What follows belongs to an exercise in optimizing a design on an open flow for small area; a production flow would make more cautious choices.
The RTL was checked by simulation tests, not by an equivalence proof against the original design.
No run shown here takes its clock network from TritonCTS; it comes from the design's own scripts or RTL.
The clock port is modelled as an ideal driver, which makes a skipped or thinned clock tree look cheaper than it is; a real chip needs a root buffer or a tree.

==> flow/design.v <==
module total_fir(total_out, x_in, clk);
	input clk;
	input signed [7:0] x_in;
	output signed [15:0] total_out;
	reg [7:0] e0;
	reg [7:0] e1;
	reg [7:0] e2;
	reg [7:0] e3;
	reg [7:0] e4;
	reg [7:0] e5;
	reg [7:0] e6;
	reg [7:0] e7;
	reg [7:0] e8;
	reg [7:0] e9;
	reg [7:0] e10;
	reg [7:0] e11;
	reg [7:0] e12;
	reg [7:0] e13;
	reg [7:0] e14;
	reg [7:0] e15;
	reg [7:0] e16;
	reg [7:0] e17;
	reg r498;
	reg r499;
	reg r558;
	reg r559;
	reg r606;
	reg r607;
	reg r642;
	reg r667;
	reg r668;
	reg r683;
	reg r684;
	reg r691;
	reg r692;
	reg r695;
	reg r696;
	reg r703;
	reg r704;
	reg r705;
	reg r706;
	reg r707;
	wire o5_0;
	wire o6_0;
	wire o7_0;
	wire o8_0;
	wire o16_0;
	wire w1;
	wire w2;
	wire w3;
	wire w4;
	wire w5;
	wire w6;
	wire w7;
	wire w8;
	wire w9;
	wire w10;
	wire w11;
	wire w12;
	wire w13;
	wire w14;
	wire w15;
	wire w16;
	wire w17;
	wire w18;
	wire w19;
	wire w20;
	wire w21;
	wire w22;
	wire w23;
	wire w24;
	wire w25;
	wire w26;
	wire w27;
	wire w28;
	wire w29;
	wire w30;
	wire w31;
	wire w32;
	wire w33;
	wire w34;
	wire w35;
	wire w36;
	wire w37;
	wire w38;
	wire w39;
	wire w40;
	wire w41;
	wire w42;
	wire w43;
	wire w44;
	wire w45;
	wire w46;
	wire w47;
	wire w48;
	wire w49;
	wire w50;
	wire w51;
	wire w52;
	wire w53;
	wire w54;
	wire w55;
	wire w56;
	wire w57;
	wire w58;
	wire w59;
	wire w60;
	wire w61;
	wire w62;
	wire w63;
	wire w64;
	wire w65;
	wire w66;
	wire w67;
	wire w68;
	wire w69;
	wire w70;
	wire w71;
	wire w72;
	wire w73;
	wire w74;
	wire w75;
	wire w76;
	wire w77;
	wire w78;
	wire w79;
	wire w80;
	wire w81;
	wire w82;
	wire w83;
	wire w84;
	wire w85;
	wire w86;
	wire w87;
	wire w88;
	wire w89;
	wire w90;
	wire w91;
	wire w92;
	wire w93;
	wire w94;
	wire w95;
	wire w96;
	wire w97;
	wire w98;
	wire w99;
	wire w100;
	wire w101;
	wire w102;
	wire w103;
	wire w104;
	wire w105;
	wire w106;
	wire w107;
	wire w108;
	wire w109;
	wire w110;
	wire w111;
	wire w112;
	wire w113;
	wire w114;
	wire w115;
	wire w116;
	wire w117;
	wire w118;
	wire w119;
	wire w120;
	wire w121;
	wire w122;
	wire w123;
	wire w124;
	wire w125;
	wire w126;
	wire w127;
	wire w128;
	wire w129;
	wire w130;
	wire w131;
	wire w132;
	wire w133;
	wire w134;
	wire w135;
	wire w136;
	wire w137;
	wire w138;
	wire w139;
	wire w140;
	wire w141;
	wire w142;
	wire w143;
	wire w144;
	wire w145;
	wire w146;
	wire w147;
	wire w148;
	wire w149;
	wire w150;
	wire w151;
	wire w152;
	wire w153;
	wire w154;
	wire w155;
	wire w156;
	wire w157;
	wire w158;
	wire w159;
	wire w160;
	wire w161;
	wire w162;
	wire w163;
	wire w164;
	wire w165;
	wire w166;
	wire w167;
	wire w168;
	wire w169;
	wire w170;
	wire w171;
	wire w172;
	wire w173;
	wire w174;
	wire w175;
	wire w176;
	wire w177;
	wire w178;
	wire w179;
	wire w180;
	wire w181;
	wire w182;
	wire w183;
	wire w184;
	wire w185;
	wire w186;
	wire w187;
	wire w188;
	wire w189;
	wire w190;
	wire w191;
	wire w192;
	wire w193;
	wire w194;
	wire w195;
	wire w196;
	wire w197;
	wire w198;
	wire w199;
	wire w200;
	wire w201;
	wire w202;
	wire w203;
	wire w204;
	wire w205;
	wire w206;
	wire w207;
	wire w208;
	wire w209;
	wire w210;
	wire w211;
	wire w212;
	wire w213;
	wire w214;
	wire w215;
	wire w216;
	wire w217;
	wire w218;
	wire w219;
	wire w220;
	wire w221;
	wire w222;
	wire w223;
	wire w224;
	wire w225;
	wire w226;
	wire w227;
	wire w228;
	wire w229;
	wire w230;
	wire w231;
	wire w232;
	wire w233;
	wire w234;
	wire w235;
	wire w236;
	wire w237;
	wire w238;
	wire w239;
	wire w240;
	wire w241;
	wire w242;
	wire w243;
	wire w244;
	wire w245;
	wire w246;
	wire w247;
	wire w248;
	wire w249;
	wire w250;
	wire w251;
	wire w252;
	wire w253;
	wire w254;
	wire w255;
	wire w256;
	wire w257;
	wire w258;
	wire w259;
	wire w260;
	wire w261;
	wire w262;
	wire w263;
	wire w264;
	wire w265;
	wire w266;
	wire w267;
	wire w268;
	wire w269;
	wire w270;
	wire w271;
	wire w272;
	wire w273;
	wire w274;
	wire w275;
	wire w276;
	wire w277;
	wire w278;
	wire w279;
	wire w280;
	wire w281;
	wire w282;
	wire w283;
	wire w284;
	wire w285;
	wire w286;
	wire w287;
	wire w288;
	wire w289;
	wire w290;
	wire w291;
	wire w292;
	wire w293;
	wire w294;
	wire w295;
	wire w296;
	wire w297;
	wire w298;
	wire w299;
	wire w300;
	wire w301;
	wire w302;
	wire w303;
	wire w304;
	wire w305;
	wire w306;
	wire w307;
	wire w308;
	wire w309;
	wire w310;
	wire w311;
	wire w312;
	wire w313;
	wire w314;
	wire w315;
	wire w316;
	wire w317;
	wire w318;
	wire w319;
	wire w320;
	wire w321;
	wire w322;
	wire w323;
	wire w324;
	wire w325;
	wire w326;
	wire w327;
	wire w328;
	wire w329;
	wire w330;
	wire w331;
	wire w332;
	wire w333;
	wire w334;
	wire w335;
	wire w336;
	wire w337;
	wire w338;
	wire w339;
	wire w340;
	wire w341;
	wire w342;
	wire w343;
	wire w344;
	wire w345;
	wire w346;
	wire w347;
	wire w348;
	wire w349;
	wire w350;
	wire w351;
	wire w352;
	wire w353;
	wire w354;
	wire w355;
	wire w356;
	wire w357;
	wire w358;
	wire w359;
	wire w360;
	wire w361;
	wire w362;
	wire w363;
	wire w364;
	wire w365;
	wire w366;
	wire w367;
	wire w368;
	wire w369;
	wire w370;
	wire w371;
	wire w372;
	wire w373;
	wire w374;
	wire w375;
	wire w376;
	wire w377;
	wire w378;
	wire w379;
	wire w380;
	wire w381;
	wire w382;
	wire w383;
	wire w384;
	wire w385;
	wire w386;
	wire w387;
	wire w388;
	wire w389;
	wire w390;
	wire w391;
	wire w392;
	wire w393;
	wire w394;
	wire w395;
	wire w396;
	wire w397;
	wire w398;
	wire w399;
	wire w400;
	wire w401;
	wire w402;
	wire w403;
	wire w404;
	wire w405;
	wire w406;
	wire w407;
	wire w408;
	wire w409;
	wire w410;
	wire w411;
	wire w412;
	wire w413;
	wire w414;
	wire w415;
	wire w416;
	wire w417;
	wire w418;
	wire w419;
	wire w420;
	wire w421;
	wire w422;
	wire w423;
	wire w424;
	wire w425;
	wire w426;
	wire w427;
	wire w428;
	wire w429;
	wire w430;
	wire w431;
	wire w432;
	wire w433;
	wire w434;
	wire w435;
	wire w436;
	wire w437;
	wire w438;
	wire w439;
	wire w440;
	wire w441;
	wire w442;
	wire w443;
	wire w444;
	wire w445;
	wire w446;
	wire w447;
	wire w448;
	wire w449;
	wire w450;
	wire w451;
	wire w452;
	wire w453;
	wire w454;
	wire w455;
	wire w456;
	wire w457;
	wire w458;
	wire w459;
	wire w460;
	wire w461;
	wire w462;
	wire w463;
	wire w464;
	wire w465;
	wire w466;
	wire w467;
	wire w468;
	wire w469;
	wire w470;
	wire w471;
	wire w472;
	wire w473;
	wire w474;
	wire w475;
	wire w476;
	wire w477;
	wire w478;
	wire w479;
	wire w480;
	wire w481;
	wire w482;
	wire w483;
	wire w484;
	wire w485;
	wire w486;
	wire w487;
	wire w488;
	wire w489;
	wire w490;
	wire w491;
	wire w492;
	wire w493;
	wire w494;
	wire w495;
	wire w496;
	wire w497;
	wire w498;
	wire w499;
	wire w500;
	wire w501;
	wire w502;
	wire w503;
	wire w504;
	wire w505;
	wire w506;
	wire w507;
	wire w508;
	wire w509;
	wire w510;
	wire w511;
	wire w512;
	wire w513;
	wire w514;
	wire w515;
	wire w516;
	wire w517;
	wire w518;
	wire w519;
	wire w520;
	wire w521;
	wire w522;
	wire w523;
	wire w524;
	wire w525;
	wire w526;
	wire w527;
	wire w528;
	wire w529;
	wire w530;
	wire w531;
	wire w532;
	wire w533;
	wire w534;
	wire w535;
	wire w536;
	wire w537;
	wire w538;
	wire w539;
	wire w540;
	wire w541;
	wire w542;
	wire w543;
	wire w544;
	wire w545;
	wire w546;
	wire w547;
	wire w548;
	wire w549;
	wire w550;
	wire w551;
	wire w552;
	wire w553;
	wire w554;
	wire w555;
	wire w556;
	wire w557;
	wire w558;
	wire w559;
	wire w560;
	wire w561;
	wire w562;
	wire w563;
	wire w564;
	wire w565;
	wire w566;
	wire w567;
	wire w568;
	wire w569;
	wire w570;
	wire w571;
	wire w572;
	wire w573;
	wire w574;
	wire w575;
	wire w576;
	wire w577;
	wire w578;
	wire w579;
	wire w580;
	wire w581;
	wire w582;
	wire w583;
	wire w584;
	wire w585;
	wire w586;
	wire w587;
	wire w588;
	wire w589;
	wire w590;
	wire w591;
	wire w592;
	wire w593;
	wire w594;
	wire w595;
	wire w596;
	wire w597;
	wire w598;
	wire w599;
	wire w600;
	wire w601;
	wire w602;
	wire w603;
	wire w604;
	wire w605;
	wire w606;
	wire w607;
	wire w608;
	wire w609;
	wire w610;
	wire w611;
	wire w612;
	wire w613;
	wire w614;
	wire w615;
	wire w616;
	wire w617;
	wire w618;
	wire w619;
	wire w620;
	wire w621;
	wire w622;
	wire w623;
	wire w624;
	wire w625;
	wire w626;
	wire w627;
	wire w628;
	wire w629;
	wire w630;
	wire w631;
	wire w632;
	wire w633;
	wire w634;
	wire w635;
	wire w636;
	wire w637;
	wire w638;
	wire w639;
	wire w640;
	wire w641;
	wire w642;
	wire w643;
	wire w644;
	wire w645;
	wire w646;
	wire w647;
	wire w648;
	wire w649;
	wire w650;
	wire w651;
	wire w652;
	wire w653;
	wire w654;
	wire w655;
	wire w656;
	wire w657;
	wire w658;
	wire w659;
	wire w660;
	wire w661;
	wire w662;
	wire w663;
	wire w664;
	wire w665;
	wire w666;
	wire w667;
	wire w668;
	wire w669;
	wire w670;
	wire w671;
	wire w672;
	wire w673;
	wire w674;
	wire w675;
	wire w676;
	wire w677;
	wire w678;
	wire w679;
	wire w680;
	wire w681;
	wire w682;
	wire w683;
	wire w684;
	wire w685;
	wire w686;
	wire w687;
	wire w688;
	wire w689;
	wire w690;
	wire w691;
	wire w692;
	wire w693;
	wire w694;
	wire w695;
	wire w696;
	wire w697;
	wire w698;
	wire w699;
	wire w700;
	wire w701;
	wire w702;
	wire w703;
	wire w704;
	wire w705;
	wire w706;
	wire w707;
	wire n1;
	wire n2;
	wire n3;
	wire n4;
	wire n5;
	wire n6;
	wire n7;
	wire n8;
	wire n9;
	wire n10;
	wire n11;
	wire n12;
	wire n13;
	wire n14;
	wire n15;
	wire n16;
	wire n17;
	wire n18;
	wire n19;
	wire n20;
	wire n21;
	wire n22;
	wire n23;
	wire n24;
	wire n25;
	wire n26;
	wire n27;
	wire n28;
	wire n29;
	wire n30;
	wire n31;
	wire n32;
	wire n33;
	wire n34;
	wire n35;
	wire n36;
	wire n37;
	wire n38;
	wire n39;
	wire n40;
	wire n41;
	wire n42;
	wire n43;
	wire n44;
	wire n45;
	wire n46;
	wire n47;
	wire n48;
	wire n49;
	wire n50;
	wire n51;
	wire n52;
	wire n53;
	wire n54;
	wire n55;
	wire n56;
	wire n57;
	wire n58;
	wire n59;
	wire n60;
	wire n61;
	always @(posedge clk) begin
		e0 <= x_in;
		e1 <= e0;
		e2 <= e1;
		e3 <= e2 ^ 8'h7f;
		e4 <= e3;
		e5 <= e4;
		e6 <= e5;
		e7 <= e6 ^ 8'h03;
		e8 <= e7 ^ 8'h7c;
		e9 <= e8 ^ 8'h7c;
		e10 <= e9;
		e11 <= e10 ^ 8'h7c;
		e12 <= e11 ^ 8'h80;
		e13 <= e12;
		e14 <= e13 ^ 8'h80;
		e15 <= e14 ^ 8'h80;
		e16 <= e15;
		e17 <= e16;
		r498 <= w433;
		r499 <= w496;
		r558 <= w556;
		r559 <= w497;
		r606 <= w604;
		r607 <= w557;
		r642 <= w640;
		r667 <= w665;
		r668 <= w641;
		r683 <= w681;
		r684 <= w666;
		r691 <= w689;
		r692 <= w682;
		r695 <= w688;
		r696 <= w690;
		r703 <= w164;
		r704 <= w220;
		r705 <= w286;
		r706 <= w360;
		r707 <= w432;
	end
	assign o5_0 = ~(~e5[0] | ~e5[1]);
	assign o6_0 = ~(~e6[0] | ~e6[1]);
	assign o7_0 = ~(e7[0] | e7[1]);
	assign o8_0 = ~(e8[0] | e8[1]);
	assign o16_0 = ~(e16[0] | e16[1]);
	assign n1 = ~e2[0];
	assign n2 = ~e2[1];
	assign n3 = ~e2[2];
	assign n4 = ~e2[3];
	assign n5 = ~e2[4];
	assign n6 = ~e2[5];
	assign n7 = ~e2[6];
	assign n8 = ~e7[2];
	assign n9 = ~e7[3];
	assign n10 = ~e7[4];
	assign n11 = ~e7[5];
	assign n12 = ~e7[6];
	assign n13 = ~e7[7];
	assign n14 = ~e8[7];
	assign n15 = ~e8[2];
	assign n16 = ~e8[3];
	assign n17 = ~e8[4];
	assign n18 = ~e8[5];
	assign n19 = ~e8[6];
	assign n20 = ~e9[0];
	assign n21 = ~e9[1];
	assign n22 = ~e10[0];
	assign n23 = ~e10[1];
	assign n24 = ~e10[2];
	assign n25 = ~e10[3];
	assign n26 = ~e10[4];
	assign n27 = ~e10[5];
	assign n28 = ~e10[6];
	assign n29 = ~e10[7];
	assign n30 = ~e11[7];
	assign n31 = ~e11[0];
	assign n32 = ~e11[1];
	assign n33 = ~e11[2];
	assign n34 = ~e11[3];
	assign n35 = ~e11[4];
	assign n36 = ~e11[5];
	assign n37 = ~e11[6];
	assign n38 = ~e13[0];
	assign n39 = ~e13[1];
	assign n40 = ~e13[2];
	assign n41 = ~e13[3];
	assign n42 = ~e13[4];
	assign n43 = ~e13[5];
	assign n44 = ~e13[6];
	assign n45 = ~e13[7];
	assign n46 = ~e14[7];
	assign n47 = ~e14[0];
	assign n48 = ~e14[1];
	assign n49 = ~e14[2];
	assign n50 = ~e14[3];
	assign n51 = ~e14[4];
	assign n52 = ~e14[5];
	assign n53 = ~e14[6];
	assign n54 = ~e16[0];
	assign n55 = ~e16[1];
	assign n56 = ~e16[2];
	assign n57 = ~e16[3];
	assign n58 = ~e16[4];
	assign n59 = ~e16[5];
	assign n60 = ~e16[6];
	assign n61 = ~e16[7];
	fa uw62 (.a(e3[0]), .b(e4[1]), .c(e4[0]), .s(w62), .co(w63));
	fa uw64 (.a(e5[0]), .b(e5[2]), .c(e6[2]), .s(w64), .co(w65));
	fa uw66 (.a(e7[2]), .b(e10[1]), .c(e11[1]), .s(w66), .co(w67));
	fa uw68 (.a(e12[0]), .b(e12[1]), .c(e13[0]), .s(w68), .co(w69));
	fa uw70 (.a(e14[0]), .b(e14[1]), .c(e17[2]), .s(w70), .co(w71));
	fa uw72 (.a(n15), .b(n56), .c(o5_0), .s(w72), .co(w73));
	fa uw74 (.a(o6_0), .b(o7_0), .c(o8_0), .s(w74), .co(w75));
	fa uw76 (.a(o16_0), .b(w62), .c(w64), .s(w76), .co(w77));
	fa uw78 (.a(w66), .b(w68), .c(w70), .s(w78), .co(w79));
	fa uw80 (.a(w72), .b(w74), .c(w76), .s(w80), .co(w81));
	assign w83 = w78 & w80;
	xn uw84 (.a(e3[1]), .b(e4[0]), .s(w84));
	o2 uw85 (.a(e3[1]), .b(e4[0]), .co(w85));
	fa uw86 (.a(e4[2]), .b(e5[1]), .c(e5[3]), .s(w86), .co(w87));
	fa uw88 (.a(e6[0]), .b(e6[3]), .c(e7[3]), .s(w88), .co(w89));
	fa uw90 (.a(e11[0]), .b(e11[2]), .c(e12[1]), .s(w90), .co(w91));
	fa uw92 (.a(e12[2]), .b(e13[1]), .c(e13[0]), .s(w92), .co(w93));
	fa uw94 (.a(e14[1]), .b(e14[2]), .c(e15[0]), .s(w94), .co(w95));
	fa uw96 (.a(e17[3]), .b(n16), .c(n22), .s(w96), .co(w97));
	fa uw98 (.a(n24), .b(n54), .c(n57), .s(w98), .co(w99));
	fa uw100 (.a(w84), .b(w63), .c(w65), .s(w100), .co(w101));
	fa uw102 (.a(w67), .b(w69), .c(w71), .s(w102), .co(w103));
	fa uw104 (.a(w86), .b(w88), .c(w90), .s(w104), .co(w105));
	fa uw106 (.a(w92), .b(w94), .c(w96), .s(w106), .co(w107));
	fa uw108 (.a(w98), .b(w73), .c(w75), .s(w108), .co(w109));
	fa uw110 (.a(w77), .b(w79), .c(w100), .s(w110), .co(w111));
	fa uw112 (.a(w102), .b(w104), .c(w106), .s(w112), .co(w113));
	fa uw114 (.a(w108), .b(w81), .c(w110), .s(w114), .co(w115));
	assign w117 = (w112 & w83) | (w112 & w114) | (w83 & w114);
	xn uw118 (.a(e3[2]), .b(e4[1]), .s(w118));
	o2 uw119 (.a(e3[2]), .b(e4[1]), .co(w119));
	fa uw120 (.a(e4[3]), .b(e5[2]), .c(e5[0]), .s(w120), .co(w121));
	fa uw122 (.a(e5[4]), .b(e6[1]), .c(e6[4]), .s(w122), .co(w123));
	fa uw124 (.a(e7[0]), .b(e7[4]), .c(e11[1]), .s(w124), .co(w125));
	fa uw126 (.a(e11[0]), .b(e11[3]), .c(e12[2]), .s(w126), .co(w127));
	fa uw128 (.a(e12[0]), .b(e12[3]), .c(e13[2]), .s(w128), .co(w129));
	fa uw130 (.a(e13[1]), .b(e14[2]), .c(e14[3]), .s(w130), .co(w131));
	fa uw132 (.a(e15[1]), .b(e15[0]), .c(e17[0]), .s(w132), .co(w133));
	fa uw134 (.a(e17[4]), .b(n1), .c(n17), .s(w134), .co(w135));
	fa uw136 (.a(n20), .b(n23), .c(n25), .s(w136), .co(w137));
	fa uw138 (.a(n55), .b(n58), .c(w85), .s(w138), .co(w139));
	fa uw140 (.a(w118), .b(w87), .c(w89), .s(w140), .co(w141));
	fa uw142 (.a(w91), .b(w93), .c(w95), .s(w142), .co(w143));
	fa uw144 (.a(w120), .b(w122), .c(w124), .s(w144), .co(w145));
	fa uw146 (.a(w126), .b(w128), .c(w130), .s(w146), .co(w147));
	fa uw148 (.a(w132), .b(w97), .c(w99), .s(w148), .co(w149));
	fa uw150 (.a(w134), .b(w136), .c(w138), .s(w150), .co(w151));
	fa uw152 (.a(w101), .b(w103), .c(w105), .s(w152), .co(w153));
	fa uw154 (.a(w140), .b(w142), .c(w144), .s(w154), .co(w155));
	fa uw156 (.a(w146), .b(w107), .c(w148), .s(w156), .co(w157));
	fa uw158 (.a(w109), .b(w150), .c(w111), .s(w158), .co(w159));
	fa uw160 (.a(w152), .b(w154), .c(w113), .s(w160), .co(w161));
	fa uw162 (.a(w156), .b(w115), .c(w158), .s(w162), .co(w163));
	fa uw164 (.a(w160), .b(w117), .c(w162), .s(w164), .co(w165));
	fa uw166 (.a(e3[3]), .b(e4[2]), .c(e4[4]), .s(w166), .co(w167));
	fa uw168 (.a(e5[3]), .b(e5[1]), .c(e5[5]), .s(w168), .co(w169));
	fa uw170 (.a(e6[2]), .b(e6[5]), .c(e7[1]), .s(w170), .co(w171));
	fa uw172 (.a(e7[5]), .b(e10[2]), .c(e11[2]), .s(w172), .co(w173));
	fa uw174 (.a(e11[1]), .b(e11[4]), .c(e12[3]), .s(w174), .co(w175));
	fa uw176 (.a(e12[1]), .b(e12[4]), .c(e13[3]), .s(w176), .co(w177));
	fa uw178 (.a(e13[2]), .b(e14[3]), .c(e14[4]), .s(w178), .co(w179));
	fa uw180 (.a(e15[2]), .b(e15[1]), .c(e17[1]), .s(w180), .co(w181));
	fa uw182 (.a(e17[5]), .b(n2), .c(n1), .s(w182), .co(w183));
	fa uw184 (.a(n18), .b(n21), .c(n26), .s(w184), .co(w185));
	fa uw186 (.a(n56), .b(n54), .c(n59), .s(w186), .co(w187));
	fa uw188 (.a(w119), .b(w121), .c(w123), .s(w188), .co(w189));
	fa uw190 (.a(w125), .b(w127), .c(w129), .s(w190), .co(w191));
	fa uw192 (.a(w131), .b(w133), .c(w166), .s(w192), .co(w193));
	fa uw194 (.a(w168), .b(w170), .c(w172), .s(w194), .co(w195));
	fa uw196 (.a(w174), .b(w176), .c(w178), .s(w196), .co(w197));
	fa uw198 (.a(w180), .b(w135), .c(w137), .s(w198), .co(w199));
	fa uw200 (.a(w182), .b(w184), .c(w186), .s(w200), .co(w201));
	fa uw202 (.a(w139), .b(w141), .c(w143), .s(w202), .co(w203));
	fa uw204 (.a(w145), .b(w147), .c(w188), .s(w204), .co(w205));
	fa uw206 (.a(w190), .b(w149), .c(w192), .s(w206), .co(w207));
	fa uw208 (.a(w194), .b(w196), .c(w198), .s(w208), .co(w209));
	fa uw210 (.a(w200), .b(w151), .c(w153), .s(w210), .co(w211));
	fa uw212 (.a(w202), .b(w155), .c(w204), .s(w212), .co(w213));
	fa uw214 (.a(w157), .b(w206), .c(w208), .s(w214), .co(w215));
	fa uw216 (.a(w159), .b(w210), .c(w212), .s(w216), .co(w217));
	fa uw218 (.a(w161), .b(w214), .c(w163), .s(w218), .co(w219));
	fa uw220 (.a(w216), .b(w165), .c(w218), .s(w220), .co(w221));
	xn uw222 (.a(e3[4]), .b(e3[0]), .s(w222));
	o2 uw223 (.a(e3[4]), .b(e3[0]), .co(w223));
	fa uw224 (.a(e4[3]), .b(e4[0]), .c(e4[5]), .s(w224), .co(w225));
	fa uw226 (.a(e5[4]), .b(e5[2]), .c(e5[6]), .s(w226), .co(w227));
	fa uw228 (.a(e6[3]), .b(e6[6]), .c(e7[6]), .s(w228), .co(w229));
	fa uw230 (.a(e9[2]), .b(e10[3]), .c(e10[0]), .s(w230), .co(w231));
	fa uw232 (.a(e11[3]), .b(e11[2]), .c(e11[5]), .s(w232), .co(w233));
	fa uw234 (.a(e12[4]), .b(e12[2]), .c(e12[0]), .s(w234), .co(w235));
	fa uw236 (.a(e12[5]), .b(e13[4]), .c(e13[3]), .s(w236), .co(w237));
	fa uw238 (.a(e14[4]), .b(e14[5]), .c(e15[3]), .s(w238), .co(w239));
	fa uw240 (.a(e15[2]), .b(e17[2]), .c(e17[6]), .s(w240), .co(w241));
	fa uw242 (.a(n3), .b(n2), .c(n8), .s(w242), .co(w243));
	fa uw244 (.a(n19), .b(n27), .c(n47), .s(w244), .co(w245));
	fa uw246 (.a(n57), .b(n55), .c(n60), .s(w246), .co(w247));
	fa uw248 (.a(w222), .b(w167), .c(w169), .s(w248), .co(w249));
	fa uw250 (.a(w171), .b(w173), .c(w175), .s(w250), .co(w251));
	fa uw252 (.a(w177), .b(w179), .c(w181), .s(w252), .co(w253));
	fa uw254 (.a(w224), .b(w226), .c(w228), .s(w254), .co(w255));
	fa uw256 (.a(w230), .b(w232), .c(w234), .s(w256), .co(w257));
	fa uw258 (.a(w236), .b(w238), .c(w240), .s(w258), .co(w259));
	fa uw260 (.a(w183), .b(w185), .c(w187), .s(w260), .co(w261));
	fa uw262 (.a(w242), .b(w244), .c(w246), .s(w262), .co(w263));
	fa uw264 (.a(w189), .b(w191), .c(w193), .s(w264), .co(w265));
	fa uw266 (.a(w195), .b(w197), .c(w248), .s(w266), .co(w267));
	fa uw268 (.a(w250), .b(w252), .c(w199), .s(w268), .co(w269));
	fa uw270 (.a(w254), .b(w256), .c(w258), .s(w270), .co(w271));
	fa uw272 (.a(w201), .b(w260), .c(w262), .s(w272), .co(w273));
	fa uw274 (.a(w203), .b(w205), .c(w207), .s(w274), .co(w275));
	fa uw276 (.a(w264), .b(w266), .c(w209), .s(w276), .co(w277));
	fa uw278 (.a(w268), .b(w270), .c(w272), .s(w278), .co(w279));
	fa uw280 (.a(w211), .b(w213), .c(w274), .s(w280), .co(w281));
	fa uw282 (.a(w215), .b(w276), .c(w278), .s(w282), .co(w283));
	fa uw284 (.a(w217), .b(w280), .c(w282), .s(w284), .co(w285));
	fa uw286 (.a(w219), .b(w284), .c(w221), .s(w286), .co(w287));
	fa uw288 (.a(e3[5]), .b(e3[1]), .c(e4[4]), .s(w288), .co(w289));
	fa uw290 (.a(e4[1]), .b(e4[6]), .c(e5[5]), .s(w290), .co(w291));
	fa uw292 (.a(e5[3]), .b(e5[7]), .c(e6[4]), .s(w292), .co(w293));
	fa uw294 (.a(e6[7]), .b(e7[7]), .c(e8[0]), .s(w294), .co(w295));
	fa uw296 (.a(e8[7]), .b(e9[3]), .c(e10[4]), .s(w296), .co(w297));
	fa uw298 (.a(e10[1]), .b(e11[4]), .c(e11[3]), .s(w298), .co(w299));
	fa uw300 (.a(e11[6]), .b(e12[5]), .c(e12[3]), .s(w300), .co(w301));
	fa uw302 (.a(e12[1]), .b(e12[6]), .c(e13[5]), .s(w302), .co(w303));
	fa uw304 (.a(e13[4]), .b(e14[5]), .c(e14[6]), .s(w304), .co(w305));
	fa uw306 (.a(e15[4]), .b(e15[3]), .c(e17[3]), .s(w306), .co(w307));
	fa uw308 (.a(e17[7]), .b(n4), .c(n3), .s(w308), .co(w309));
	fa uw310 (.a(n9), .b(n28), .c(n31), .s(w310), .co(w311));
	fa uw312 (.a(n38), .b(n48), .c(n58), .s(w312), .co(w313));
	fa uw314 (.a(n56), .b(n61), .c(w223), .s(w314), .co(w315));
	fa uw316 (.a(w225), .b(w227), .c(w229), .s(w316), .co(w317));
	fa uw318 (.a(w231), .b(w233), .c(w235), .s(w318), .co(w319));
	fa uw320 (.a(w237), .b(w239), .c(w241), .s(w320), .co(w321));
	fa uw322 (.a(w288), .b(w290), .c(w292), .s(w322), .co(w323));
	fa uw324 (.a(w294), .b(w296), .c(w298), .s(w324), .co(w325));
	fa uw326 (.a(w300), .b(w302), .c(w304), .s(w326), .co(w327));
	fa uw328 (.a(w306), .b(w243), .c(w245), .s(w328), .co(w329));
	fa uw330 (.a(w247), .b(w308), .c(w310), .s(w330), .co(w331));
	fa uw332 (.a(w312), .b(w314), .c(w249), .s(w332), .co(w333));
	fa uw334 (.a(w251), .b(w253), .c(w255), .s(w334), .co(w335));
	fa uw336 (.a(w257), .b(w259), .c(w316), .s(w336), .co(w337));
	fa uw338 (.a(w318), .b(w320), .c(w261), .s(w338), .co(w339));
	fa uw340 (.a(w322), .b(w324), .c(w326), .s(w340), .co(w341));
	fa uw342 (.a(w263), .b(w328), .c(w330), .s(w342), .co(w343));
	fa uw344 (.a(w265), .b(w267), .c(w332), .s(w344), .co(w345));
	fa uw346 (.a(w269), .b(w271), .c(w334), .s(w346), .co(w347));
	fa uw348 (.a(w336), .b(w338), .c(w340), .s(w348), .co(w349));
	fa uw350 (.a(w273), .b(w342), .c(w275), .s(w350), .co(w351));
	fa uw352 (.a(w344), .b(w277), .c(w346), .s(w352), .co(w353));
	fa uw354 (.a(w348), .b(w279), .c(w281), .s(w354), .co(w355));
	fa uw356 (.a(w350), .b(w352), .c(w283), .s(w356), .co(w357));
	fa uw358 (.a(w354), .b(w285), .c(w356), .s(w358), .co(w359));
	ha uw360 (.a(w358), .b(w287), .s(w360), .co(w361));
	fa uw362 (.a(e3[6]), .b(e3[2]), .c(e4[5]), .s(w362), .co(w363));
	fa uw364 (.a(e4[2]), .b(e4[7]), .c(e5[6]), .s(w364), .co(w365));
	fa uw366 (.a(e5[4]), .b(e6[5]), .c(e8[1]), .s(w366), .co(w367));
	fa uw368 (.a(e9[4]), .b(e10[5]), .c(e11[5]), .s(w368), .co(w369));
	fa uw370 (.a(e11[4]), .b(e12[6]), .c(e12[4]), .s(w370), .co(w371));
	fa uw372 (.a(e12[2]), .b(e12[7]), .c(e13[6]), .s(w372), .co(w373));
	fa uw374 (.a(e13[5]), .b(e14[6]), .c(e15[5]), .s(w374), .co(w375));
	fa uw376 (.a(e15[4]), .b(e17[4]), .c(n5), .s(w376), .co(w377));
	fa uw378 (.a(n4), .b(n10), .c(n24), .s(w378), .co(w379));
	fa uw380 (.a(n29), .b(n32), .c(n30), .s(w380), .co(w381));
	fa uw382 (.a(n39), .b(n49), .c(n46), .s(w382), .co(w383));
	fa uw384 (.a(n59), .b(n57), .c(w289), .s(w384), .co(w385));
	fa uw386 (.a(w291), .b(w293), .c(w295), .s(w386), .co(w387));
	fa uw388 (.a(w297), .b(w299), .c(w301), .s(w388), .co(w389));
	fa uw390 (.a(w303), .b(w305), .c(w307), .s(w390), .co(w391));
	fa uw392 (.a(w362), .b(w364), .c(w366), .s(w392), .co(w393));
	fa uw394 (.a(w368), .b(w370), .c(w372), .s(w394), .co(w395));
	fa uw396 (.a(w374), .b(w309), .c(w311), .s(w396), .co(w397));
	fa uw398 (.a(w313), .b(w376), .c(w378), .s(w398), .co(w399));
	fa uw400 (.a(w380), .b(w382), .c(w315), .s(w400), .co(w401));
	fa uw402 (.a(w317), .b(w319), .c(w321), .s(w402), .co(w403));
	fa uw404 (.a(w323), .b(w325), .c(w327), .s(w404), .co(w405));
	fa uw406 (.a(w384), .b(w386), .c(w388), .s(w406), .co(w407));
	fa uw408 (.a(w390), .b(w329), .c(w392), .s(w408), .co(w409));
	fa uw410 (.a(w394), .b(w331), .c(w396), .s(w410), .co(w411));
	fa uw412 (.a(w398), .b(w400), .c(w333), .s(w412), .co(w413));
	fa uw414 (.a(w335), .b(w337), .c(w402), .s(w414), .co(w415));
	fa uw416 (.a(w339), .b(w341), .c(w404), .s(w416), .co(w417));
	fa uw418 (.a(w406), .b(w408), .c(w343), .s(w418), .co(w419));
	fa uw420 (.a(w410), .b(w345), .c(w412), .s(w420), .co(w421));
	fa uw422 (.a(w347), .b(w414), .c(w416), .s(w422), .co(w423));
	fa uw424 (.a(w349), .b(w418), .c(w351), .s(w424), .co(w425));
	fa uw426 (.a(w420), .b(w353), .c(w422), .s(w426), .co(w427));
	fa uw428 (.a(w355), .b(w424), .c(w426), .s(w428), .co(w429));
	fa uw430 (.a(w357), .b(w428), .c(w359), .s(w430), .co(w431));
	ha uw432 (.a(w361), .b(w430), .s(w432), .co(w433));
	fa uw434 (.a(e3[7]), .b(e3[3]), .c(e4[6]), .s(w434), .co(w435));
	fa uw436 (.a(e4[3]), .b(e5[7]), .c(e5[5]), .s(w436), .co(w437));
	fa uw438 (.a(e6[6]), .b(e8[2]), .c(e9[5]), .s(w438), .co(w439));
	fa uw440 (.a(e10[6]), .b(e11[6]), .c(e11[5]), .s(w440), .co(w441));
	fa uw442 (.a(e12[7]), .b(e12[5]), .c(e12[3]), .s(w442), .co(w443));
	fa uw444 (.a(e13[7]), .b(e13[6]), .c(e15[6]), .s(w444), .co(w445));
	fa uw446 (.a(e15[5]), .b(e17[5]), .c(n6), .s(w446), .co(w447));
	fa uw448 (.a(n5), .b(n11), .c(n25), .s(w448), .co(w449));
	fa uw450 (.a(n33), .b(n40), .c(n46), .s(w450), .co(w451));
	fa uw452 (.a(n50), .b(n60), .c(n58), .s(w452), .co(w453));
	fa uw454 (.a(w363), .b(w365), .c(w367), .s(w454), .co(w455));
	fa uw456 (.a(w369), .b(w371), .c(w373), .s(w456), .co(w457));
	fa uw458 (.a(w375), .b(w434), .c(w436), .s(w458), .co(w459));
	fa uw460 (.a(w438), .b(w440), .c(w442), .s(w460), .co(w461));
	fa uw462 (.a(w444), .b(w377), .c(w379), .s(w462), .co(w463));
	fa uw464 (.a(w381), .b(w383), .c(w446), .s(w464), .co(w465));
	fa uw466 (.a(w448), .b(w450), .c(w452), .s(w466), .co(w467));
	fa uw468 (.a(w385), .b(w387), .c(w389), .s(w468), .co(w469));
	fa uw470 (.a(w391), .b(w393), .c(w395), .s(w470), .co(w471));
	fa uw472 (.a(w454), .b(w456), .c(w397), .s(w472), .co(w473));
	fa uw474 (.a(w458), .b(w460), .c(w399), .s(w474), .co(w475));
	fa uw476 (.a(w462), .b(w464), .c(w466), .s(w476), .co(w477));
	fa uw478 (.a(w401), .b(w403), .c(w405), .s(w478), .co(w479));
	fa uw480 (.a(w407), .b(w468), .c(w409), .s(w480), .co(w481));
	fa uw482 (.a(w470), .b(w411), .c(w472), .s(w482), .co(w483));
	fa uw484 (.a(w474), .b(w476), .c(w413), .s(w484), .co(w485));
	fa uw486 (.a(w415), .b(w417), .c(w478), .s(w486), .co(w487));
	fa uw488 (.a(w480), .b(w419), .c(w482), .s(w488), .co(w489));
	fa uw490 (.a(w421), .b(w484), .c(w423), .s(w490), .co(w491));
	fa uw492 (.a(w486), .b(w488), .c(w425), .s(w492), .co(w493));
	fa uw494 (.a(w427), .b(w490), .c(w492), .s(w494), .co(w495));
	fa uw496 (.a(w429), .b(w494), .c(w431), .s(w496), .co(w497));
	ha uw500 (.a(r498), .b(r499), .s(w500), .co(w501));
	xn uw502 (.a(e3[4]), .b(e4[7]), .s(w502));
	o2 uw503 (.a(e3[4]), .b(e4[7]), .co(w503));
	fa uw504 (.a(e4[4]), .b(e5[6]), .c(e6[7]), .s(w504), .co(w505));
	fa uw506 (.a(e8[3]), .b(e9[6]), .c(e10[7]), .s(w506), .co(w507));
	fa uw508 (.a(e11[6]), .b(e12[6]), .c(e12[4]), .s(w508), .co(w509));
	fa uw510 (.a(e13[7]), .b(e15[7]), .c(e15[6]), .s(w510), .co(w511));
	fa uw512 (.a(e17[6]), .b(n7), .c(n6), .s(w512), .co(w513));
	fa uw514 (.a(n12), .b(n26), .c(n30), .s(w514), .co(w515));
	fa uw516 (.a(n34), .b(n41), .c(n51), .s(w516), .co(w517));
	fa uw518 (.a(n61), .b(n59), .c(w502), .s(w518), .co(w519));
	fa uw520 (.a(w435), .b(w437), .c(w439), .s(w520), .co(w521));
	fa uw522 (.a(w441), .b(w443), .c(w445), .s(w522), .co(w523));
	fa uw524 (.a(w504), .b(w506), .c(w508), .s(w524), .co(w525));
	fa uw526 (.a(w510), .b(w447), .c(w449), .s(w526), .co(w527));
	fa uw528 (.a(w451), .b(w453), .c(w512), .s(w528), .co(w529));
	fa uw530 (.a(w514), .b(w516), .c(w518), .s(w530), .co(w531));
	fa uw532 (.a(w455), .b(w457), .c(w459), .s(w532), .co(w533));
	fa uw534 (.a(w461), .b(w520), .c(w522), .s(w534), .co(w535));
	fa uw536 (.a(w463), .b(w524), .c(w465), .s(w536), .co(w537));
	fa uw538 (.a(w467), .b(w526), .c(w528), .s(w538), .co(w539));
	fa uw540 (.a(w530), .b(w469), .c(w471), .s(w540), .co(w541));
	fa uw542 (.a(w473), .b(w532), .c(w534), .s(w542), .co(w543));
	fa uw544 (.a(w475), .b(w477), .c(w536), .s(w544), .co(w545));
	fa uw546 (.a(w538), .b(w479), .c(w481), .s(w546), .co(w547));
	fa uw548 (.a(w540), .b(w483), .c(w542), .s(w548), .co(w549));
	fa uw550 (.a(w544), .b(w485), .c(w487), .s(w550), .co(w551));
	fa uw552 (.a(w546), .b(w489), .c(w548), .s(w552), .co(w553));
	fa uw554 (.a(w491), .b(w550), .c(w552), .s(w554), .co(w555));
	fa uw556 (.a(w493), .b(w554), .c(w495), .s(w556), .co(w557));
	fa uw560 (.a(r558), .b(r559), .c(w501), .s(w560), .co(w561));
	fa uw562 (.a(e2[7]), .b(e3[5]), .c(e4[5]), .s(w562), .co(w563));
	fa uw564 (.a(e5[7]), .b(e8[4]), .c(e9[7]), .s(w564), .co(w565));
	fa uw566 (.a(e12[7]), .b(e12[5]), .c(e15[7]), .s(w566), .co(w567));
	fa uw568 (.a(e17[7]), .b(n7), .c(n13), .s(w568), .co(w569));
	fa uw570 (.a(n27), .b(n30), .c(n35), .s(w570), .co(w571));
	fa uw572 (.a(n42), .b(n52), .c(n60), .s(w572), .co(w573));
	fa uw574 (.a(w503), .b(w505), .c(w507), .s(w574), .co(w575));
	fa uw576 (.a(w509), .b(w511), .c(w562), .s(w576), .co(w577));
	fa uw578 (.a(w564), .b(w566), .c(w513), .s(w578), .co(w579));
	fa uw580 (.a(w515), .b(w517), .c(w568), .s(w580), .co(w581));
	fa uw582 (.a(w570), .b(w572), .c(w519), .s(w582), .co(w583));
	fa uw584 (.a(w521), .b(w523), .c(w525), .s(w584), .co(w585));
	fa uw586 (.a(w574), .b(w527), .c(w576), .s(w586), .co(w587));
	fa uw588 (.a(w529), .b(w578), .c(w580), .s(w588), .co(w589));
	fa uw590 (.a(w531), .b(w582), .c(w533), .s(w590), .co(w591));
	fa uw592 (.a(w535), .b(w584), .c(w537), .s(w592), .co(w593));
	fa uw594 (.a(w586), .b(w539), .c(w588), .s(w594), .co(w595));
	fa uw596 (.a(w541), .b(w543), .c(w590), .s(w596), .co(w597));
	fa uw598 (.a(w545), .b(w592), .c(w594), .s(w598), .co(w599));
	fa uw600 (.a(w547), .b(w549), .c(w596), .s(w600), .co(w601));
	fa uw602 (.a(w598), .b(w551), .c(w553), .s(w602), .co(w603));
	fa uw604 (.a(w600), .b(w555), .c(w602), .s(w604), .co(w605));
	fa uw608 (.a(r606), .b(r607), .c(w561), .s(w608), .co(w609));
	xn uw610 (.a(e2[7]), .b(e3[6]), .s(w610));
	o2 uw611 (.a(e2[7]), .b(e3[6]), .co(w611));
	fa uw612 (.a(e4[6]), .b(e8[5]), .c(e12[6]), .s(w612), .co(w613));
	fa uw614 (.a(n28), .b(n36), .c(n43), .s(w614), .co(w615));
	fa uw616 (.a(n53), .b(n61), .c(w610), .s(w616), .co(w617));
	fa uw618 (.a(w563), .b(w565), .c(w567), .s(w618), .co(w619));
	fa uw620 (.a(w612), .b(w569), .c(w571), .s(w620), .co(w621));
	fa uw622 (.a(w573), .b(w614), .c(w616), .s(w622), .co(w623));
	fa uw624 (.a(w575), .b(w577), .c(w618), .s(w624), .co(w625));
	fa uw626 (.a(w579), .b(w581), .c(w620), .s(w626), .co(w627));
	fa uw628 (.a(w583), .b(w622), .c(w585), .s(w628), .co(w629));
	fa uw630 (.a(w587), .b(w624), .c(w589), .s(w630), .co(w631));
	fa uw632 (.a(w626), .b(w591), .c(w628), .s(w632), .co(w633));
	fa uw634 (.a(w593), .b(w595), .c(w630), .s(w634), .co(w635));
	fa uw636 (.a(w597), .b(w632), .c(w599), .s(w636), .co(w637));
	fa uw638 (.a(w634), .b(w601), .c(w636), .s(w638), .co(w639));
	fa uw640 (.a(w603), .b(w638), .c(w605), .s(w640), .co(w641));
	ha uw643 (.a(r642), .b(w609), .s(w643), .co(w644));
	fa uw645 (.a(e3[7]), .b(e4[7]), .c(e8[6]), .s(w645), .co(w646));
	fa uw647 (.a(e12[7]), .b(e14[7]), .c(n29), .s(w647), .co(w648));
	fa uw649 (.a(n37), .b(n44), .c(w611), .s(w649), .co(w650));
	fa uw651 (.a(w613), .b(w645), .c(w615), .s(w651), .co(w652));
	fa uw653 (.a(w647), .b(w617), .c(w649), .s(w653), .co(w654));
	fa uw655 (.a(w619), .b(w621), .c(w651), .s(w655), .co(w656));
	fa uw657 (.a(w623), .b(w653), .c(w625), .s(w657), .co(w658));
	fa uw659 (.a(w627), .b(w655), .c(w629), .s(w659), .co(w660));
	fa uw661 (.a(w657), .b(w631), .c(w633), .s(w661), .co(w662));
	fa uw663 (.a(w659), .b(w635), .c(w661), .s(w663), .co(w664));
	fa uw665 (.a(w637), .b(w663), .c(w639), .s(w665), .co(w666));
	fa uw669 (.a(r667), .b(r668), .c(w644), .s(w669), .co(w670));
	fa uw671 (.a(e11[7]), .b(n14), .c(n45), .s(w671), .co(w672));
	fa uw673 (.a(w646), .b(w648), .c(w671), .s(w673), .co(w674));
	fa uw675 (.a(w650), .b(w652), .c(w673), .s(w675), .co(w676));
	fa uw677 (.a(w654), .b(w656), .c(w675), .s(w677), .co(w678));
	fa uw679 (.a(w658), .b(w677), .c(w660), .s(w679), .co(w680));
	fa uw681 (.a(w662), .b(w679), .c(w664), .s(w681), .co(w682));
	fa uw685 (.a(r683), .b(r684), .c(w670), .s(w685), .co(w686));
	fa uw687 (.a(w672), .b(w674), .c(w676), .s(w687), .co(w688));
	fa uw689 (.a(w678), .b(w687), .c(w680), .s(w689), .co(w690));
	fa uw693 (.a(r691), .b(r692), .c(w686), .s(w693), .co(w694));
	ha uw699 (.a(r695), .b(r696), .s(w699), .co(w700));
	xr uw697 (.a(w699), .b(w694), .s(w697));
	ao uw698 (.g(w700), .p(w699), .c(w694), .co(w698));
	assign w701 = w698 ^ 1'b1;
	assign total_out[0] = r703;
	assign total_out[1] = r704;
	assign total_out[2] = r705;
	assign total_out[3] = r706;
	assign total_out[4] = r707;
	assign total_out[5] = w500;
	assign total_out[6] = w560;
	assign total_out[7] = w608;
	assign total_out[8] = w643;
	assign total_out[9] = w669;
	assign total_out[10] = w685;
	assign total_out[11] = w693;
	assign total_out[12] = w697;
	assign total_out[13] = w701;
	assign total_out[14] = w701;
	assign total_out[15] = w701;
endmodule
module fa(input a, input b, input c, output s, output co);
	assign s = a ^ b ^ c;
	assign co = (a & b) | (a & c) | (b & c);
endmodule
module xn(input a, input b, output s);
	assign s = ~(a ^ b);
endmodule
module o2(input a, input b, output co);
	assign co = a | b;
endmodule
module xr(input a, input b, output s);
	assign s = a ^ b;
endmodule
module ao(input g, input p, input c, output co);
	assign co = g | (p & c);
endmodule
module ha(input a, input b, output s, output co);
	assign s = a ^ b;
	assign co = a & b;
endmodule
==> flow/flow/run.sh <==
#!/bin/bash
# The standard layout (standard.sh, the ORFS flow), with ORFS's own variables set for three steps:
#  - clock tree: flow/mycts.tcl (sourced by ORFS before its CTS step) replaces TritonCTS with a
#    two-level tree: one clkbuf_16 at the clock port driving MYCTS_NLEAF clkbuf_4 cells, each
#    driving one placement cluster of flip-flops (balanced k-means on flip-flop locations);
#  - port buffering with the smallest buffer cell (every input and output still gets a buffer);
#  - timing-driven global placement keeps none of its trial buffering.
# The full ORFS output goes to standard.log in this folder (per-step logs under orfs/logs).
export PRE_CTS_TCL="$(pwd)/flow/mycts.tcl"
export MYCTS_NLEAF=18
export MYCTS_CELL=sky130_fd_sc_hd__clkbuf_4
export MYCTS_ROOT=sky130_fd_sc_hd__clkbuf_16
export BUFFER_PORTS_ARGS="-buffer_cell sky130_fd_sc_hd__buf_1"
export GPL_KEEP_OVERFLOW=0
bash standard.sh > standard.log 2>&1
==> flow/flow/mycts.tcl <==
# Simple one-level clock tree: the clock port drives NLEAF clock buffers, each
# buffer drives the flip-flops of one placement cluster (k-means on the flip-flop
# locations).  Replaces TritonCTS, whose H-tree always builds 16 leaf buffers here.
proc simple_clock_tree {args} {
  set nleaf [expr {[info exists ::env(MYCTS_NLEAF)] ? $::env(MYCTS_NLEAF) : 4}]
  set cell [expr {[info exists ::env(MYCTS_CELL)] ? $::env(MYCTS_CELL) : "sky130_fd_sc_hd__clkbuf_8"}]
  set block [ord::get_db_block]
  set db [ord::get_db]
  set master [$db findMaster $cell]
  set clkport [$block findBTerm clk]
  set clknet [$clkport getNet]
  set sinks {}
  foreach it [$clknet getITerms] {
    set inst [$it getInst]
    set bb [$inst getBBox]
    lappend sinks [list $it [expr {([$bb xMin] + [$bb xMax]) / 2}] [expr {([$bb yMin] + [$bb yMax]) / 2}]]
  }
  # k-means with farthest-point seeding (deterministic)
  set pts $sinks
  set cx [lindex $pts 0 1]; set cy [lindex $pts 0 2]
  set tx 0; set ty 0
  foreach p $pts { set tx [expr {$tx + [lindex $p 1]}]; set ty [expr {$ty + [lindex $p 2]}] }
  set n [llength $pts]
  set cents [list [list [expr {$tx / $n}] [expr {$ty / $n}]]]
  while {[llength $cents] < $nleaf} {
    set best -1; set bp {}
    foreach p $pts {
      set dmin 1e18
      foreach c $cents {
        set d [expr {abs([lindex $p 1] - [lindex $c 0]) + abs([lindex $p 2] - [lindex $c 1])}]
        if {$d < $dmin} { set dmin $d }
      }
      if {$dmin > $best} { set best $dmin; set bp [list [lindex $p 1] [lindex $p 2]] }
    }
    lappend cents $bp
  }
  # balanced k-means: each cluster gets at most ceil(n/k) sinks
  set cap [expr {int(ceil(double($n) / $nleaf))}]
  for {set iter 0} {$iter < 30} {incr iter} {
    set pairs {}
    set i 0
    foreach p $pts {
      set k 0
      foreach c $cents {
        lappend pairs [list [expr {abs([lindex $p 1] - [lindex $c 0]) + abs([lindex $p 2] - [lindex $c 1])}] $i $k]
        incr k
      }
      incr i
    }
    set pairs [lsort -real -index 0 $pairs]
    array unset asg; array unset cnt
    for {set k 0} {$k < $nleaf} {incr k} { set cnt($k) 0 }
    foreach pr $pairs {
      lassign $pr d i k
      if {[info exists asg($i)]} continue
      if {$cnt($k) >= $cap} continue
      set asg($i) $k; incr cnt($k)
    }
    set newc {}
    for {set k 0} {$k < $nleaf} {incr k} { set sx($k) 0; set sy($k) 0 }
    for {set i 0} {$i < $n} {incr i} {
      set k $asg($i)
      set sx($k) [expr {$sx($k) + [lindex $pts $i 1]}]; set sy($k) [expr {$sy($k) + [lindex $pts $i 2]}]
    }
    for {set k 0} {$k < $nleaf} {incr k} {
      if {$cnt($k) > 0} { lappend newc [list [expr {$sx($k) / $cnt($k)}] [expr {$sy($k) / $cnt($k)}]] } else { lappend newc [lindex $cents $k] }
    }
    set cents $newc
  }
  set drvnet $clknet
  if {$nleaf > 4} {
    set rcell [expr {[info exists ::env(MYCTS_ROOT)] ? $::env(MYCTS_ROOT) : $cell}]
    set rinst [odb::dbInst_create $block [$db findMaster $rcell] "clkbuf_root"]
    set drvnet [odb::dbNet_create $block "clknet_root"]
    $drvnet setSigType CLOCK
    [$rinst findITerm X] connect $drvnet
    [$rinst findITerm A] connect $clknet
    set mx 0; set my 0
    foreach c $cents { set mx [expr {$mx + [lindex $c 0]}]; set my [expr {$my + [lindex $c 1]}] }
    $rinst setLocation [expr {int($mx / $nleaf)}] [expr {int($my / $nleaf)}]
    $rinst setPlacementStatus PLACED
  }
  for {set k 0} {$k < $nleaf} {incr k} {
    set inst [odb::dbInst_create $block $master "clkbuf_leaf_$k"]
    set net [odb::dbNet_create $block "clknet_leaf_$k"]
    $net setSigType CLOCK
    [$inst findITerm X] connect $net
    [$inst findITerm A] connect $drvnet
    $inst setLocation [expr {int([lindex $cents $k 0])}] [expr {int([lindex $cents $k 1])}]
    $inst setPlacementStatus PLACED
    set leafnet($k) $net
  }
  for {set i 0} {$i < $n} {incr i} {
    set it [lindex $pts $i 0]
    $it disconnect
    $it connect $leafnet($asg($i))
  }
  global_connect
  set_propagated_clock [all_clocks]
  puts "simple_clock_tree: $nleaf x $cell, sinks per buffer: [array get cnt]"
}
rename clock_tree_synthesis tritoncts_clock_tree_synthesis
proc clock_tree_synthesis {args} { simple_clock_tree }
==> flow/standard.sh <==
#!/bin/bash
# synth_recipe.tcl (not shown) runs the flow's synth.tcl, then flattens the netlist and writes it again
# the make line also repeats each setting of config.mk as NAME=value (left out here)
make -C /OpenROAD-flow-scripts/flow DESIGN_CONFIG=/design/flow/config.mk WORK_HOME=/design/flow/orfs CLKGATE_MAP_FILE= SYNTH_SCRIPT=/design/flow/synth_recipe.tcl "${@:-finish}"
==> flow/config.mk <==
export PLATFORM = sky130hd
export DESIGN_NAME = total_fir
export DESIGN_NICKNAME = total_fir
export VERILOG_FILES = /design/flow/design.v
export SDC_FILE = /design/flow/constraint.sdc
export NUM_CORES = 4
export LEC_CHECK = 0
export CAP_MARGIN = 20
export CORE_MARGIN = 2
export CORE_UTILIZATION = 40
export SLEW_MARGIN = 20
export SYNTH_HIERARCHICAL = 1
export SYNTH_MINIMUM_KEEP_SIZE = 0
==> flow/constraint.sdc <==
create_clock -name core_clock -period 5.0 [get_ports {clk}]
set_input_delay 1.0000 -clock core_clock [delete_from_list [all_inputs] [get_ports {clk}]]
set_output_delay 1.0000 -clock core_clock [all_outputs]
set_load 0.01 [all_outputs]
==> results.txt, run 1 <==
outcome: timing/DRC/antenna clean
I/O pin total: 25
area share of and/or/nand/nor cells after synthesis: 0.612%
proportion of layout cells with a drive suffix above 1: 4.71%
RSZ-0062 raised after global routing: false
Die ar.: 25,800 sq um
weighted congestion at the end of routability-driven global placement: 0.890
xor and xnor fraction of the mapped netlist area: 0.535%
worst min-delay path class: reg -> reg
Routed WL per cell: 23.4 um
number of vias after detailed routing: 4,250
adder-cell share of the synthesized area: 61.6%
Rel. slew slack: 74.0%
total congestion overflow after global routing: 0
IO Port Bufs: 24
post-detailed-placement half-perimeter wirelength: 19.5 mm
post-CTS clock slew at the launch and capture registers of the worst setup and hold paths: 100 ps
area added between synthesis and finish: 5.57%
final routed wirelength across all metal layers: 21.5 mm
Worst Max-Slew Pin Slew: 390 ps
post-synthesis cell type count: 12
core area: 24,200 sq um
number of maximum-capacitance constraint violations: 0
post-route fraction of the period consumed by the critical path: 98.1%
Critical Path AT: 5200 ps
most common library cell in the layout ignoring fill and taps: sky130_fd_sc_hd__fa_1
compound-cell area share of the yosys netlist: 0.153%
number of endpoints failing setup at the final stage: 0
Clk Latency, worst-skew pair: 420 ps
number of warnings issued by yosys: 7
number of diodes added for antenna fixing: 0
nets@finish: 910
highest clock rate: 0.204 GHz
fin. max-slew vios: 0
Final Hold Violating Endpoints: 0
category of the critical setup timing path: reg -> reg
Final TNS setup: 0 ps
Post-route DRC: 0
count of hold buffers inserted by post-cts repair: 0
multiplexer share of the synthesized area: 0%
height of the chip: 161 um
Initial DRT Pass Iterations: 4
antenna-violating nets left: 0
Cells after Synth: 568
type of element launching the critical path: register
DIE WIDTH: 161 um
Req. time, crit path: 5300 ps
area of the mapped netlist: 9820 sq um
skew final: 27.6 ps
Crit path buffers/inverters: 0
commonest non-fill, non-tap cells in the layout: sky130_fd_sc_hd__fa_1 (299), sky130_fd_sc_hd__dfxtp_1 (155), sky130_fd_sc_hd__inv_1 (64)
vias in the first global route: 5,316
total global-route track usage: 17.8%
maximum number of pins on one net before global-route repair: 19
minimum period implied by the final worst setup slack: 4910 ps
first-pass GRT wire length: 33.0 mm
library cell appearing most often on the critical path: sky130_fd_sc_hd__fa_1
peak fanout along the critical path: 5
master of the slowest instance on the critical path: sky130_fd_sc_hd__dfxtp_1
Net Count, Synth: 881
Avg Inst Size Synth: 17.3 sq um
Seq/Total Area, Yosys: 33.4%
sort of element at the end of the critical path: register
CP max stage delay: 550 ps
Via density: 4.62
row count: 57
main combinational cell family by area after synthesis: adder cells
number of register bits inferred by synthesis: 164
number of DRC markers in iteration 0: 209
ordered cell list for the critical path: fa_1 -> fa_1 -> fa_1 -> fa_1 -> fa_1 -> fa_1 -> fa_1 -> fa_1 -> fa_1
number of antenna violations at the first check in global routing: 0
initial cell density of the core: 40.6%
cell family contributing the most delay on the critical path: adder cells
[layer usage]
layer | wire length [um] | GRT usage (%)
met1 | 8600 | 24.0
met2 | 11100 | 30.7
met3 | 1070 | 2.17
met5 | 0 | 0
met4 | 736 | 4.75
[Yosys cell counts, drive strengths merged]
master,number,area [sq um]
or2,5,31.3
dfxtp,164,3280
ha,5,62.6
fa,299,5990
a21o,1,7.51
inv,64,240
and2,1,6.26
xor2,1,8.76
buf,16,120
xnor2,5,43.8
nor2,6,22.5
a22oi,1,7.51
[layout make-up]
cell class / instances / area (sq um)
multi-input combinational: 324 / 6180
tap: 324 / 405
inverter: 64 / 240
fill: 2117 / 13800
buffer: 19 / 160
sequential: 164 / 3290
timing repair buffer: 24 / 90.1
[per-stage QoR]
step | hold slack (ps) | utilization, % | setup slack, ps | area (sq um) | instances
CTS | 333 | 42.8 | 64.2 | 10400 | 919
global placement | 314 | 42.2 | 92.9 | 10200 | 900
finish | 334 | 42.9 | 94.6 | 10400 | 919
global route | 343 | 42.9 | 2.53 | 10400 | 919
floorplan | 310 | - | 355 | 9820 | 568
detailed placement | 314 | 42.2 | 65.8 | 10200 | 900
[Yosys stat by module, one instance, submodules excluded]
module / copies in the design / flops+latches / area [sq um] / cells inside
total_fir: 1 / 164 / 3680 / 252
fa: 299 / 0 / 20.0 / 1
ha: 5 / 0 / 12.5 / 1
xn: 5 / 0 / 8.76 / 1
xr: 1 / 0 / 8.76 / 1
ao: 1 / 0 / 7.51 / 1
o2: 5 / 0 / 6.26 / 1
[kinds of logic (layout without fill, tap and decap cells)]
logic type | after synthesis | in the layout
buffers and inverters | 80 | 107
XOR/XNOR | 6 | 6
adder cells (fa/ha/maj) | 304 | 304
flip-flops | 164 | 164
AO/OA/AOI/OAI | 2 | 2
AND/OR/NAND/NOR | 12 | 12
[repair_timing]
item                                    4_1_cts  5_1_grt
buffers inserted                              0        0
endpoints found under the setup margin        0        1
gates resized for setup                       0        9
[path summary, 6_finish.rpt]
check                                      to  slack [ps]  depth (start not counted)            from
worst max-delay path             r499$_DFF_P_          90                          9  e12[5]$_DFF_P_
worst min-delay path            e2[7]$_DFF_P_         330                          0   e1[7]$_DFF_P_
worst max register to register   r499$_DFF_P_          90                          9  e12[5]$_DFF_P_
worst min register to register  e2[7]$_DFF_P_         330                          0   e1[7]$_DFF_P_
==> run 2: changes to the inputs <==
==> flow/flow/run.sh (replaced) <==
#!/bin/bash
# The standard layout (standard.sh, the ORFS flow), with ORFS's own variables set for three steps:
#  - clock tree: flow/mycts.tcl (sourced by ORFS before its CTS step) replaces TritonCTS with a
#    two-level tree: one clkbuf_8 at the clock port driving MYCTS_NLEAF clkbuf_4 cells, each
#    driving one placement cluster of flip-flops (balanced k-means on flip-flop locations);
#  - port buffering with the smallest buffer cell (every input and output still gets a buffer);
#  - timing-driven global placement keeps none of its trial buffering.
# The full ORFS output goes to standard.log in this folder (per-step logs under orfs/logs).
export PRE_CTS_TCL="$(pwd)/flow/mycts.tcl"
export MYCTS_NLEAF=20
export MYCTS_CELL=sky130_fd_sc_hd__clkbuf_4
export MYCTS_ROOT=sky130_fd_sc_hd__clkbuf_8
export BUFFER_PORTS_ARGS="-buffer_cell sky130_fd_sc_hd__buf_1"
export GPL_KEEP_OVERFLOW=0
bash standard.sh > standard.log 2>&1
==> run 2 against run 1 <==
Still clean; wire length is 0.19% lower; maximum frequency up 0.45%; synthesized cell count is the same; register-to-register slack better by 20 ps; critical path depth did not move; final area is essentially flat; synthesized area is the same; critical endpoint unchanged.
==> results.txt, run 2 <==
outcome: timing/DRC/antenna clean
share of the synthesized area in the top cell type: 61.0% (unchanged)
worst min-delay path class: reg -> reg
skew final: 40.9 ps (+13.4 ps)
ys async rst share: 0% (unchanged)
Avg Inst Size Synth: 17.3 sq um (unchanged)
IO Port Bufs: 24 (unchanged)
Initial DRT Pass Iterations: 4 (unchanged)
final routed wirelength across all metal layers: 21.4 mm (-0.19%)
height of the chip: 161 um (unchanged)
Net Count, Synth: 881 (unchanged)
post-route fraction of the period consumed by the critical path: 97.7% (-0.44 points)
Clk Latency, worst-skew pair: 510 ps (+90 ps)
number of vias after detailed routing: 4,256 (+0.14%)
antenna-violating nets left: 0 (unchanged)
top flip-flop cell by instance count after synthesis: sky130_fd_sc_hd__dfxtp_1
post-detailed-placement half-perimeter wirelength: 19.5 mm (unchanged)
number of flops mapped to enable cells by yosys: 0 (unchanged)
highest clock rate: 0.205 GHz (+0.45%)
type of element launching the critical path: register
post-CTS clock slew at the launch and capture registers of the worst setup and hold paths: 90 ps (about the same)
area added between synthesis and finish: 5.61% (about the same)
commonest non-fill, non-tap cells in the layout: sky130_fd_sc_hd__fa_1 (299), sky130_fd_sc_hd__dfxtp_1 (155), sky130_fd_sc_hd__inv_1 (64)
I/O pin total: 25 (unchanged)
number of warnings issued by yosys: 7 (unchanged)
Worst Max-Slew Pin Slew: 387 ps (-3.20 ps)
Synth area leader: sky130_fd_sc_hd__fa_1
Req. time, crit path: 5390 ps (+90 ps)
most common library cell in the layout ignoring fill and taps: sky130_fd_sc_hd__fa_1
DIE WIDTH: 161 um (unchanged)
Cells after Synth: 568 (unchanged)
Final Hold Violating Endpoints: 0 (unchanged)
number of maximum-capacitance constraint violations: 0 (unchanged)
row count: 57 (unchanged)
Post-CTS Setup Inserts: 0 (unchanged)
proportion of layout cells with a drive suffix above 1: 5.03% (+0.32 points)
Critical Path AT: 5270 ps (+70 ps)
number of DRC markers in iteration 0: 246 (+18%)
nets@finish: 912 (+0.22%)
Via density: 4.62 (about the same)
initial cell density of the core: 40.6% (unchanged)
Die ar.: 25,800 sq um (unchanged)
post-layout instance count excluding filler cells: 921 (+0.22%)
fin. max-slew vios: 0 (unchanged)
sort of element at the end of the critical path: register
number of register bits inferred by synthesis: 164 (unchanged)
peak fanout along the critical path: 4 (-1)
Final TNS setup: 0 ps (unchanged)
Routed WL per cell: 23.3 um (-0.41%)
Rel. slew slack: 74.2% (+0.21 points)
number of diodes added for antenna fixing: 0 (unchanged)
weighted congestion at the end of routability-driven global placement: 0.890 (unchanged)
number of antenna violations at the first check in global routing: 0 (unchanged)
minimum period implied by the final worst setup slack: 4880 ps (-22.1 ps)
top cells by count, synth: sky130_fd_sc_hd__fa_1 (299), sky130_fd_sc_hd__dfxtp_1 (164), sky130_fd_sc_hd__inv_1 (64)
number of endpoints failing setup at the final stage: 0 (unchanged)
library cell with the highest instance count after synthesis: sky130_fd_sc_hd__fa_1
Seq/Total Area, Yosys: 33.4% (unchanged)
total congestion overflow after global routing: 0 (unchanged)
number of placed instances, taps included: 900 (unchanged)
count of hold buffers inserted by post-cts repair: 0 (unchanged)
cells taking the most area after synthesis: sky130_fd_sc_hd__fa_1 (61%), sky130_fd_sc_hd__dfxtp_1 (33%), sky130_fd_sc_hd__inv_1 (2.4%), sky130_fd_sc_hd__buf_4 (1.2%), sky130_fd_sc_hd__ha_1 (0.64%)
Post-route DRC: 0 (unchanged)
maximum number of pins on one net before global-route repair: 21 (+2)
first-pass GRT wire length: 33.2 mm (+0.57%)
category of the critical setup timing path: reg -> reg
post-synthesis cell type count: 12 (unchanged)
total global-route track usage: 17.8% (+0.074 points)
core area: 24,200 sq um (unchanged)
RSZ-0062 raised after global routing: false
area of the mapped netlist: 9820 sq um (unchanged)
vias in the first global route: 5,337 (+0.40%)
run 2: cell counts after synthesis:
Identical to the previous run, type by type.
run 2: area by class of cell:
type / count / area [sq um]
multi-input cells: 324 / 6180
inverters: 64 / 240
fillers: 2126 / 13800
well taps: 324 / 405
plain buffers: 21 / 164
repair buffers: 24 / 90.1
flip-flops and latches: 164 / 3290
run 2: path summary, 6_finish.rpt:
check / startpoint / endpoint / slack [ps] / cells past startpoint
setup reg to reg: e3[1]$_DFF_P_ / r499$_DFF_P_ / 120 / 9
hold reg to reg: e1[7]$_DFF_P_ / e2[7]$_DFF_P_ / 330 / 0
hold / removal: e1[7]$_DFF_P_ / e2[7]$_DFF_P_ / 330 / 0
setup / recovery: e3[1]$_DFF_P_ / r499$_DFF_P_ / 120 / 9
run 2: logic make-up (layout without fill, tap and decap cells):
family	after synthesis	in the layout	share of synthesized area, %
XOR/XNOR	6	6	0.535
adder cells (fa/ha/maj)	304	304	61.6
flip-flops	164	164	33.4
AND/OR/NAND/NOR	12	12	0.612
AO/OA/AOI/OAI	2	2	0.153
buffers and inverters	80	109	3.67
run 2: timing repair:
item,in CTS,in global routing
gates resized for setup,0,9
endpoints found under the setup margin,0,1
endpoints found under the hold margin,0,0
run 2: metrics by stage:
| stage | hold slack, ps | instance area (sq um) | utilization (%) | worst slack [ps] |
|---|---|---|---|---|
| floorplan | 310 | 9820 | - | 355 |
| global placement | 314 | 10200 | 42.2 | 92.9 |
| detailed placement | 314 | 10200 | 42.2 | 65.8 |
| CTS | 335 | 10400 | 42.8 | 59.9 |
| global route | 335 | 10400 | 42.9 | 2.21 |
| finish | 332 | 10400 | 42.9 | 117 |
run 2: metal layers:
metal | GRT usage (%) | part of all wire [%]
met3 | 2.01 | 6.1
met5 | 0 | 0
met2 | 31.1 | 52
met1 | 24.0 | 38
met4 | 4.79 | 3.5
run 2: modules after synthesis (local to each module, per instance):
module / flops+latches / times used / cell area [sq um]
ao: 0 / 1 / 7.51
fa: 0 / 299 / 20.0
ha: 0 / 5 / 12.5
o2: 0 / 5 / 6.26
total_fir: 164 / 1 / 3680
xn: 0 / 5 / 8.76
xr: 0 / 1 / 8.76
run 2: worst max-delay path, stage by stage (launching register included):
cell	delay, ps
sky130_fd_sc_hd__dfxtp_1	480
sky130_fd_sc_hd__fa_1	490
sky130_fd_sc_hd__fa_1	530
sky130_fd_sc_hd__fa_1	460
sky130_fd_sc_hd__fa_1	560
sky130_fd_sc_hd__fa_1	440
sky130_fd_sc_hd__fa_1	520
sky130_fd_sc_hd__fa_1	450
sky130_fd_sc_hd__fa_1	410
sky130_fd_sc_hd__fa_1	430

## separate check: timing with driven ports
How much do the figures lean on ideal ports? The routed layouts below were timed once more, with nothing changed but the port constraints. Step 1: set_driving_cell puts a clkbuf_16 on clk and a buf_2 on each other input, an assumption about the parent block. Step 2 adds t to the input delays and takes it off the output delays; t is the mean of the earliest and latest rising clock arrival at the registers after step 1. Input paths then give back, and output paths get back, about the clock's delay inside the block. Three values: ideal, step 1, step 2; two values: the first two.
| run | t (ns) | slack for setup (ns) | cell pins on the clock port's net |
|---|---|---|---|
| run 1 | 0.445 | 0.095 / 0.095 / 0.095 | 1 |
| run 2 | 0.528 | 0.117 / 0.117 / 0.117 | 1 |
After both steps setup and hold are still met in every run listed.
